Context: an optimization exercise on an open-source flow, tuned for small area, a short achievable clock period and few clock cycles. The choices shown serve that exercise and are no tape-out recipe.
Only simulation tests tie the RTL to the original design; equivalence was not proved.

==> 10-17: inputs <==
==> flow/design.v (excerpt) <==
module MDU (
	clk, rst_n,
	A, B, Op, C, D,
	ack, req
);
	input clk, rst_n;
	input  [0:32-1] 	A;
	input  [0:32-1] 	B;
	input  [0:3-1]  	Op;
	output [0:32-1] 	C;
	output [0:4-1]	D;
	input req;
	output ack;
	wire [31:0] a_in  = A;
	wire [31:0] b_in  = B;
	wire [2:0]  op_in = Op;
	reg        busy, first, fix, negd;
	reg [2:0]  cnt;
	reg        op_div, op_sgn, op_hi, op_u;
	reg        negq, qm1;
	reg [31:0] X, Q;
	reg [32:0] R;
	wire last  = (cnt == 3'd0);
	wire dneg  = op_sgn & X[31];
	wire [32:0] x33 = {op_sgn & X[31], X};
	wire [34:0] x1  = {{2{x33[32]}}, x33};
	wire [34:0] x2  = {x33[32], x33, 1'b0};
	reg  [31:0] neg_o;
	reg         nc;
	integer j;
	always @(*) begin
		nc = 1'b1;
		for (j = 0; j < 32; j = j + 1) begin
			neg_o[j] = ~Q[j] ^ nc;
			nc = nc & ~Q[j];
		end
	end
	wire        aneg   = first & op_div & op_sgn & Q[31] & ~negd;
	wire [31:0] T      = dneg ? ~X : X;
	function [2:0] lzb;   
		input [31:0] v;
		begin
			if (|v[31:24])      lzb = 3'd0;
			else if (|v[23:16]) lzb = 3'd1;
			else if (|v[15:8])  lzb = 3'd2;
			else if (|v[7:0])   lzb = 3'd3;
			else                lzb = 3'd4;
		end
	endfunction
	function [2:0] skipb;
		input [2:0] za, zt;
		begin
			case ({za, zt})
				6'o00: skipb = 3'd3; 6'o01: skipb = 3'd2; 6'o02: skipb = 3'd1; 6'o03: skipb = 3'd0; 6'o04: skipb = 3'd0;
				6'o10: skipb = 3'd4; 6'o11: skipb = 3'd3; 6'o12: skipb = 3'd2; 6'o13: skipb = 3'd1; 6'o14: skipb = 3'd0;
				6'o20: skipb = 3'd4; 6'o21: skipb = 3'd4; 6'o22: skipb = 3'd3; 6'o23: skipb = 3'd2; 6'o24: skipb = 3'd1;
				6'o30: skipb = 3'd4; 6'o31: skipb = 3'd4; 6'o32: skipb = 3'd4; 6'o33: skipb = 3'd3; 6'o34: skipb = 3'd2;
				default: skipb = 3'd4;
			endcase
		end
	endfunction
	wire [31:0] absA = Q;
	wire [2:0] lza = lzb(Q);
	wire [2:0] lzt = lzb(T);
	wire [2:0] sb = skipb(lza, lzt);
	wire       qzero = first & ~aneg & (sb == 3'd4);
	reg [32:0] r_prep;
	reg [31:0] q_prep;
	always @(*) begin
		case (sb[1:0])
			2'd0: begin r_prep = 33'd0;                 q_prep = absA; end
			2'd1: begin r_prep = {25'd0, absA[31:24]};  q_prep = {absA[23:0], 8'd0}; end
  ...
export LEC_CHECK = 0
export CAP_MARGIN = 20
export CORE_MARGIN = 2
export CORE_UTILIZATION = 40
export SLEW_MARGIN = 20
create_clock -name core_clock -period 100.0 [get_ports {clk}]
run.sh (not shown) runs the stock make flow with config.mk's settings and CLKGATE_MAP_FILE= SYNTH_SCRIPT=/design/flow/synth_recipe.tcl, a recipe that flattens the netlist after the stock synthesis.
==> inputs of 03-20, as changes to 10-17 <==
==> flow/design.v (replaced) <==
module MDU (
	clk, rst_n,
	A, B, Op, C, D,
	ack, req
);
	input clk, rst_n;
	input  [0:32-1] 	A;
	input  [0:32-1] 	B;
	input  [0:3-1]  	Op;
	output [0:32-1] 	C;
	output [0:4-1]	D;
	input req;
	output ack;
	wire [31:0] a_in  = A;
	wire [31:0] b_in  = B;
	wire [2:0]  op_in = Op;
	reg        busy, first, fix, negd;
	reg [2:0]  cnt;
	reg        op_div, op_sgn, op_hi, op_u;
	reg        negq, qm1, eq_r;
	reg [31:0] X, Q;
	reg [32:0] R;
	wire last  = ~first & (cnt == 3'd0);
	wire mj2 = azr[3] & azr[2] & ~Q[15] | op_sgn & aor[3] & aor[2] & Q[15];
	wire mj5 = op_u & Q[31];
	wire [2:0] mk = mj5 ? 3'd3 : {op_hi, mj2, 1'b0};
	reg  [2:0] kreg;
	wire dneg  = op_sgn & X[31];
	wire [32:0] x33 = {op_sgn & X[31], X};
	wire [34:0] x1  = {{2{x33[32]}}, x33};
	wire [34:0] x2  = {x33[32], x33, 1'b0};
	reg  [31:0] neg_o;
	reg         nc;
	integer j;
	always @(*) begin
		nc = 1'b1;
		for (j = 0; j < 32; j = j + 1) begin
			neg_o[j] = ~Q[j] ^ nc;
			nc = nc & ~Q[j];
		end
	end
	wire        aneg   = first & op_div & op_sgn & Q[31] & ~negd;
	wire        dfirst = first & op_div;
	wire [31:0] T      = dneg ? ~X : X;
	function [2:0] lzb;   
		input [31:0] v;
		begin
			if (|v[31:24])      lzb = 3'd0;
			else if (|v[23:16]) lzb = 3'd1;
			else if (|v[15:8])  lzb = 3'd2;
			else if (|v[7:0])   lzb = 3'd3;
			else                lzb = 3'd4;
		end
	endfunction
	function [2:0] skipb;
		input [2:0] za, zt;
		begin
			case ({za, zt})
				6'o00: skipb = 3'd3; 6'o01: skipb = 3'd2; 6'o02: skipb = 3'd1; 6'o03: skipb = 3'd0; 6'o04: skipb = 3'd0;
				6'o10: skipb = 3'd4; 6'o11: skipb = 3'd3; 6'o12: skipb = 3'd2; 6'o13: skipb = 3'd1; 6'o14: skipb = 3'd0;
				6'o20: skipb = 3'd4; 6'o21: skipb = 3'd4; 6'o22: skipb = 3'd3; 6'o23: skipb = 3'd2; 6'o24: skipb = 3'd1;
				6'o30: skipb = 3'd4; 6'o31: skipb = 3'd4; 6'o32: skipb = 3'd4; 6'o33: skipb = 3'd3; 6'o34: skipb = 3'd2;
				default: skipb = 3'd4;
			endcase
		end
	endfunction
	reg  [3:0] azr, aor;
	wire [3:0] alowz = {azr[2] & azr[1] & azr[0], azr[1] & azr[0], azr[0], 1'b1};
	wire [3:0] az = negd ? ((alowz & azr) | (~alowz & aor)) : azr;
	reg  [3:0] tzr;
	wire [3:0] tz = tzr;
	wire [2:0] lza = ~az[3] ? 3'd0 : ~az[2] ? 3'd1 : ~az[1] ? 3'd2 : ~az[0] ? 3'd3 : 3'd4;
	wire [2:0] lzt = ~tz[3] ? 3'd0 : ~tz[2] ? 3'd1 : ~tz[1] ? 3'd2 : ~tz[0] ? 3'd3 : 3'd4;
	wire [31:0] absA = Q;
	wire [2:0] sb = skipb(lza, lzt);
	wire       qzero = dfirst & ~aneg & (sb == 3'd4);
	reg [32:0] r_prep;
	reg [31:0] q_prep;
	always @(*) begin
		case (sb[1:0])
			2'd0: begin r_prep = 33'd0;                 q_prep = absA; end
			2'd1: begin r_prep = {25'd0, absA[31:24]};  q_prep = {absA[23:0], 8'd0}; end
			2'd2: begin r_prep = {17'd0, absA[31:16]};  q_prep = {absA[15:0], 16'd0}; end
			default: begin r_prep = {9'd0, absA[31:8]}; q_prep = {absA[7:0], 24'd0}; end
		endcase
	end
	wire [32:0] r_in = dfirst ? r_prep : R;
	wire [31:0] q_in = dfirst ? q_prep : Q;
	wire [7:0] mb = (op_u & last & ~kreg[2]) ? 8'd0 : Q[7:0];
	reg  [32:0] rrow;
	reg  [34:0] opa, opb;
	reg  [34:0] sum;
	reg  [3:0]  qb;
	reg  [7:0]  pl;
	reg         one, two, ng, blo;
	integer i;
	always @(*) begin
		rrow = r_in;
		qb = 4'd0;
		pl = 8'd0;
		for (i = 0; i < 4; i = i + 1) begin
			if (op_div) begin
				opa = {rrow[32], rrow, q_in[31-i]};
				one = 1'b1;
				two = 1'b0;
				ng  = ~(rrow[32] ^ dneg);
			end else begin
				opa = {{2{rrow[32]}}, rrow};
				blo = (i == 0) ? qm1 : mb[2*i-1];
				one = mb[2*i] ^ blo;
				two = (mb[2*i+1] & ~mb[2*i] & ~blo) | (~mb[2*i+1] & mb[2*i] & blo);
				ng  = mb[2*i+1];
			end
			opb = ({35{one}} & x1) | ({35{two}} & x2);
			sum = opa + (opb ^ {35{ng}}) + ng;
			if (op_div) begin
				rrow = sum[32:0];
				qb[3-i] = ~sum[32];
			end else begin
				rrow = sum[34:2];
				pl[2*i +: 2] = sum[1:0];
			end
		end
	end
	reg [31:0] q_calc;
	always @(*) begin
		if (op_div) begin
			if (fix | aneg)
				q_calc = neg_o;
			else if (qzero)
				q_calc = 32'd0;
			else
				q_calc = {q_in[27:0], qb};
		end else if (last)
			case (kreg)
				3'd2:    q_calc = {rrow[15:0], pl, Q[31:24]};
				3'd3:    q_calc = {rrow[23:0], pl};
				3'd4:    q_calc = rrow[31:0];
				3'd6:    q_calc = {{16{rrow[32]}}, rrow[31:16]};
				default: q_calc = {pl, Q[31:8]};
			endcase
		else
			q_calc = {pl, Q[31:8]};
	end
	always @(posedge clk) begin
		if (~busy) begin
			X <= b_in;
			for (j = 0; j < 4; j = j + 1) begin
				azr[j] <= (a_in[8*j +: 8] == 8'h00);
				aor[j] <= (a_in[8*j +: 8] == 8'hff);
				tzr[j] <= (b_in[8*j +: 8] == {8{(op_in == 3'd4) & b_in[31]}});
			end
			Q <= a_in;
			R <= 33'd0;
			qm1 <= 1'b0;
			op_div <= op_in[2];
			op_sgn <= (op_in == 3'd1) | (op_in == 3'd3) | (op_in == 3'd4);
			op_hi  <= (op_in == 3'd1) | (op_in == 3'd2);
			op_u   <= (op_in == 3'd2);
		end else begin
			Q <= q_calc;
			R <= rrow;
			qm1 <= Q[7];
			eq_r <= (q_calc == 32'd0);
			if (first & ~negd)
				negq <= op_sgn & (Q[31] ^ X[31]);
			if (first) begin
				kreg <= mk;
				cnt  <= op_div ? {(2'd3 - sb[1:0]), 1'b0} : mj2 ? 3'd0 : mj5 ? 3'd3 : 3'd2;
			end else
				cnt <= cnt - 3'd1;
		end
	end
	wire done   = ~aneg & (qzero | fix | (last & ~(op_div & negq)));
	wire busy_n = busy ? ~done : req;
	reg ack_r;
	always @(posedge clk or negedge rst_n) begin
		if (~rst_n) begin
			busy  <= 1'b0;
			ack_r <= 1'b1;
			first <= 1'b0;
			fix   <= 1'b0;
			negd  <= 1'b0;
		end else begin
			busy  <= busy_n;
			ack_r <= ~busy_n;
			if (~busy) begin
				first <= 1'b1;
				fix   <= 1'b0;
				negd  <= 1'b0;
			end else if (aneg) begin
				negd  <= 1'b1;
			end else begin
				first <= 1'b0;
				fix   <= ~dfirst & ~fix & last & op_div & negq;
			end
		end
	end
	assign ack = ack_r;
	assign C = Q;
	assign D = {1'b0, Q[31], ~Q[31] & ~eq_r, eq_r};
endmodule
- SLEW_MARGIN: 20 -> 50
==> inputs of 09-19, as changes to 10-17 <==
--- a/flow/design.v
+++ b/flow/design.v
@@ -14,16 +14,20 @@
 	wire [31:0] a_in  = A;
 	wire [31:0] b_in  = B;
 	wire [2:0]  op_in = Op;
 	reg        busy, first, fix, negd;
 	reg [2:0]  cnt;
 	reg        op_div, op_sgn, op_hi, op_u;
-	reg        negq, qm1;
+	reg        negq, qm1, eq_r;
 	reg [31:0] X, Q;
 	reg [32:0] R;
-	wire last  = (cnt == 3'd0);
+	wire last  = ~first & (cnt == 3'd0);
+	wire mj2 = azr[3] & azr[2] & ~Q[15] | op_sgn & aor[3] & aor[2] & Q[15];
+	wire mj5 = op_u & Q[31];
+	wire [2:0] mk = mj5 ? 3'd3 : {op_hi, mj2, 1'b0};
+	reg  [2:0] kreg;
 	wire dneg  = op_sgn & X[31];
 	wire [32:0] x33 = {op_sgn & X[31], X};
 	wire [34:0] x1  = {{2{x33[32]}}, x33};
 	wire [34:0] x2  = {x33[32], x33, 1'b0};
 	reg  [31:0] neg_o;
 	reg         nc;
@@ -33,12 +37,13 @@
 		for (j = 0; j < 32; j = j + 1) begin
 			neg_o[j] = ~Q[j] ^ nc;
 			nc = nc & ~Q[j];
 		end
 	end
 	wire        aneg   = first & op_div & op_sgn & Q[31] & ~negd;
+	wire        dfirst = first & op_div;
 	wire [31:0] T      = dneg ? ~X : X;
 	function [2:0] lzb;   
 		input [31:0] v;
 		begin
 			if (|v[31:24])      lzb = 3'd0;
 			else if (|v[23:16]) lzb = 3'd1;
@@ -56,29 +61,34 @@
 				6'o20: skipb = 3'd4; 6'o21: skipb = 3'd4; 6'o22: skipb = 3'd3; 6'o23: skipb = 3'd2; 6'o24: skipb = 3'd1;
 				6'o30: skipb = 3'd4; 6'o31: skipb = 3'd4; 6'o32: skipb = 3'd4; 6'o33: skipb = 3'd3; 6'o34: skipb = 3'd2;
 				default: skipb = 3'd4;
 			endcase
 		end
 	endfunction
+	reg  [3:0] azr, aor;
+	wire [3:0] alowz = {azr[2] & azr[1] & azr[0], azr[1] & azr[0], azr[0], 1'b1};
+	wire [3:0] az = negd ? ((alowz & azr) | (~alowz & aor)) : azr;
+	reg  [3:0] tzr;
+	wire [3:0] tz = tzr;
+	wire [2:0] lza = ~az[3] ? 3'd0 : ~az[2] ? 3'd1 : ~az[1] ? 3'd2 : ~az[0] ? 3'd3 : 3'd4;
+	wire [2:0] lzt = ~tz[3] ? 3'd0 : ~tz[2] ? 3'd1 : ~tz[1] ? 3'd2 : ~tz[0] ? 3'd3 : 3'd4;
 	wire [31:0] absA = Q;
-	wire [2:0] lza = lzb(Q);
-	wire [2:0] lzt = lzb(T);
 	wire [2:0] sb = skipb(lza, lzt);
-	wire       qzero = first & ~aneg & (sb == 3'd4);
+	wire       qzero = dfirst & ~aneg & (sb == 3'd4);
 	reg [32:0] r_prep;
 	reg [31:0] q_prep;
 	always @(*) begin
 		case (sb[1:0])
 			2'd0: begin r_prep = 33'd0;                 q_prep = absA; end
 			2'd1: begin r_prep = {25'd0, absA[31:24]};  q_prep = {absA[23:0], 8'd0}; end
 			2'd2: begin r_prep = {17'd0, absA[31:16]};  q_prep = {absA[15:0], 16'd0}; end
 			default: begin r_prep = {9'd0, absA[31:8]}; q_prep = {absA[7:0], 24'd0}; end
 		endcase
 	end
-	wire [32:0] r_in = first ? r_prep : R;
-	wire [31:0] q_in = first ? q_prep : Q;
+	wire [32:0] r_in = dfirst ? r_prep : R;
+	wire [31:0] q_in = dfirst ? q_prep : Q;
 	function [34:0] bkadd;
 		input [34:0] a, b;
 		input        ci;
 		reg [35:0] g, p, G, P;
 		integer k, d;
 		begin
@@ -101,13 +111,13 @@
 					P[k] = P[k] & P[k-d];
 				end
 			for (k = 0; k < 35; k = k + 1)
 				bkadd[k] = p[k+1] ^ G[k];
 		end
 	endfunction
-	wire [7:0] mb = (op_u & last) ? 8'd0 : Q[7:0];
+	wire [7:0] mb = (op_u & last & ~kreg[2]) ? 8'd0 : Q[7:0];
 	reg  [32:0] rrow;
 	reg  [34:0] opa, opb;
 	reg  [34:0] sum;
 	reg  [3:0]  qb;
 	reg  [7:0]  pl;
 	reg         one, two, ng, blo;
@@ -146,68 +156,75 @@
 			if (fix | aneg)
 				q_calc = neg_o;
 			else if (qzero)
 				q_calc = 32'd0;
 			else
 				q_calc = {q_in[27:0], qb};
-		end else if (last & op_hi)
-			q_calc = op_u ? {rrow[23:0], pl} : rrow[31:0];
+		end else if (last)
+			case (kreg)
+				3'd2:    q_calc = {rrow[15:0], pl, Q[31:24]};
+				3'd3:    q_calc = {rrow[23:0], pl};
+				3'd4:    q_calc = rrow[31:0];
+				3'd6:    q_calc = {{16{rrow[32]}}, rrow[31:16]};
+				default: q_calc = {pl, Q[31:8]};
+			endcase
 		else
 			q_calc = {pl, Q[31:8]};
 	end
 	always @(posedge clk) begin
-		if (req) begin
-			X <= op_in[2] ? b_in : a_in;
-			Q <= op_in[2] ? a_in : b_in;
+		if (~busy) begin
+			X <= b_in;
+			for (j = 0; j < 4; j = j + 1) begin
+				azr[j] <= (a_in[8*j +: 8] == 8'h00);
+				aor[j] <= (a_in[8*j +: 8] == 8'hff);
+				tzr[j] <= (b_in[8*j +: 8] == {8{(op_in == 3'd4) & b_in[31]}});
+			end
+			Q <= a_in;
 			R <= 33'd0;
 			qm1 <= 1'b0;
 			op_div <= op_in[2];
 			op_sgn <= (op_in == 3'd1) | (op_in == 3'd3) | (op_in == 3'd4);
 			op_hi  <= (op_in == 3'd1) | (op_in == 3'd2);
 			op_u   <= (op_in == 3'd2);
-			cnt    <= (op_in == 3'd2) ? 3'd4 : 3'd3;
 		end else begin
 			Q <= q_calc;
 			R <= rrow;
 			qm1 <= Q[7];
+			eq_r <= (q_calc == 32'd0);
 			if (first & ~negd)
 				negq <= op_sgn & (Q[31] ^ X[31]);
-			if (first)
-				cnt  <= {(2'd3 - sb[1:0]), 1'b0};
-			else
+			if (first) begin
+				kreg <= mk;
+				cnt  <= op_div ? {(2'd3 - sb[1:0]), 1'b0} : mj2 ? 3'd0 : mj5 ? 3'd3 : 3'd2;
+			end else
 				cnt <= cnt - 3'd1;
 		end
 	end
+	wire done   = ~aneg & (qzero | fix | (last & ~(op_div & negq)));
+	wire busy_n = busy ? ~done : req;
+	reg ack_r;
 	always @(posedge clk or negedge rst_n) begin
 		if (~rst_n) begin
 			busy  <= 1'b0;
+			ack_r <= 1'b1;
 			first <= 1'b0;
 			fix   <= 1'b0;
 			negd  <= 1'b0;
-		end else if (req) begin
-			busy  <= 1'b1;
-			first <= op_in[2];
-			fix   <= 1'b0;
-			negd  <= 1'b0;
-		end else if (aneg) begin
-			negd  <= 1'b1;
 		end else begin
-			first <= 1'b0;
-			fix   <= 1'b0;
-			if (first) begin
-				if (qzero)
-					busy <= 1'b0;
-			end else if (fix)
-				busy <= 1'b0;
-			else if (last) begin
-				if (op_div & negq)
-					fix <= 1'b1;
-				else
-					busy <= 1'b0;
-			end
-		end
-	end
-	assign ack = ~busy;
+			busy  <= busy_n;
+			ack_r <= ~busy_n;
+			if (~busy) begin
+				first <= 1'b1;
+				fix   <= 1'b0;
+				negd  <= 1'b0;
+			end else if (aneg) begin
+				negd  <= 1'b1;
+			end else begin
+				first <= 1'b0;
+				fix   <= ~dfirst & ~fix & last & op_div & negq;
+			end
+		end
+	end
+	assign ack = ack_r;
 	assign C = Q;
-	wire eq = (Q == 32'd0);
-	assign D = {1'b0, Q[31], ~Q[31] & ~eq, eq};
+	assign D = {1'b0, Q[31], ~Q[31] & ~eq_r, eq_r};
 endmodule
==> flow/flow/run.sh (new file) <==
#!/bin/bash
set -euo pipefail
bash standard.sh SETUP_SLACK_MARGIN=79.0 finish > standard.log 2>&1
==> flow/standard.sh (new file) <==
#!/bin/bash
# synth_recipe.tcl (not shown) runs the flow's synth.tcl, then flattens the netlist and writes it again
# the make line also repeats each setting of config.mk as NAME=value (left out here)
make -C /OpenROAD-flow-scripts/flow DESIGN_CONFIG=/design/flow/config.mk WORK_HOME=/design/flow/orfs CLKGATE_MAP_FILE= SYNTH_SCRIPT=/design/flow/synth_recipe.tcl "${@:-finish}"
- CORE_UTILIZATION: 40 -> 50
removed: flow/run.sh
==> summary.txt <==
| quantity | 03-20 | 10-17 | 09-19 |
|---|---|---|---|
| Outcome | no timing/DRC/antenna violations | no timing/DRC/antenna violations | no timing/DRC/antenna violations |
| Final std cells w/o fill | 3505 | 2867 | 2861 |
| Final GP Congestion | 1.08 | 0.991 | 1.05 |
| Number of stages on the worst setup path | 1 | 95 | 2 |
| Critical path capture point type | output pin | flop | output pin |
| Starting density of the core | 40.3% | 40.7% | 50.8% |
| Worst Min Path Start | op_hi | cnt[0] | op_hi |
| Fraction of standard cell area in multi-input logic | 71.8% | 71.4% | 69.0% |
| Pin count of the biggest net entering global routing | 67 | 97 | 74 |
| Post-layout instance area | 22800 sq um | 19800 sq um | 20900 sq um |
| Launch point of the critical path | Q[2] | X[31] | eq_r |
| Area overhead of the layout relative to synthesis | 10.8% | 9.62% | 12.4% |
| Final worst-path cycle share | 21.9% | 24.0% | 21.2% |
| Mapped cell area | 20600 sq um | 18000 sq um | 18600 sq um |
| Drt first pass iters | 9 | 6 | 7 |
| Reg2Reg Depth | 64 | 95 | 91 |
| Slowest stage cell on the critical path | sky130_fd_sc_hd__dfxtp_1 | sky130_fd_sc_hd__nor4_2 | sky130_fd_sc_hd__edfxtp_1 |
| Synth Area in XOR/XNOR | 10.9% | 10.3% | 9.88% |
Testbench counts of 10-17, summed over its fixed seeds: cycles 15,650.
Testbench counts of 03-20, summed over its fixed seeds: cycles 14,449.
Testbench counts of 09-19, summed over its fixed seeds: cycles 14,449.

separate check: timing with driven ports:
Ports are ideal in the flow. The routed layouts listed here were re-timed in OpenROAD. Step 1: set_driving_cell puts a clkbuf_16 on clk and a buf_2 on each other input, an assumption about the parent block. Step 2, shift: input delay + t, output delay - t, t = (earliest + latest rising clock arrival at the registers) / 2. This alone moves slack from input paths to output paths. Three values: ideal ports, drivers, drivers and shift; two values: the first two.
| run | t, ns | slack for setup (ns) | hold WS [ns] |
|---|---|---|---|
| 10-17 | 0.425 | 75.987 / 75.986 / 75.986 | 0.537 / 0.537 / 0.537 |
| 03-20 | 0.504 | 78.086 / 78.035 / 78.387 | 0.540 / 0.540 / 0.540 |
| 09-19 | 0.494 | 78.827 / 78.774 / 78.502 | 0.542 / 0.542 / 0.542 |
After both steps every run listed still meets setup and hold. The setup slack of 09-19, which loses most, moves by -0.053 ns with the drivers and by -0.325 ns with both steps.
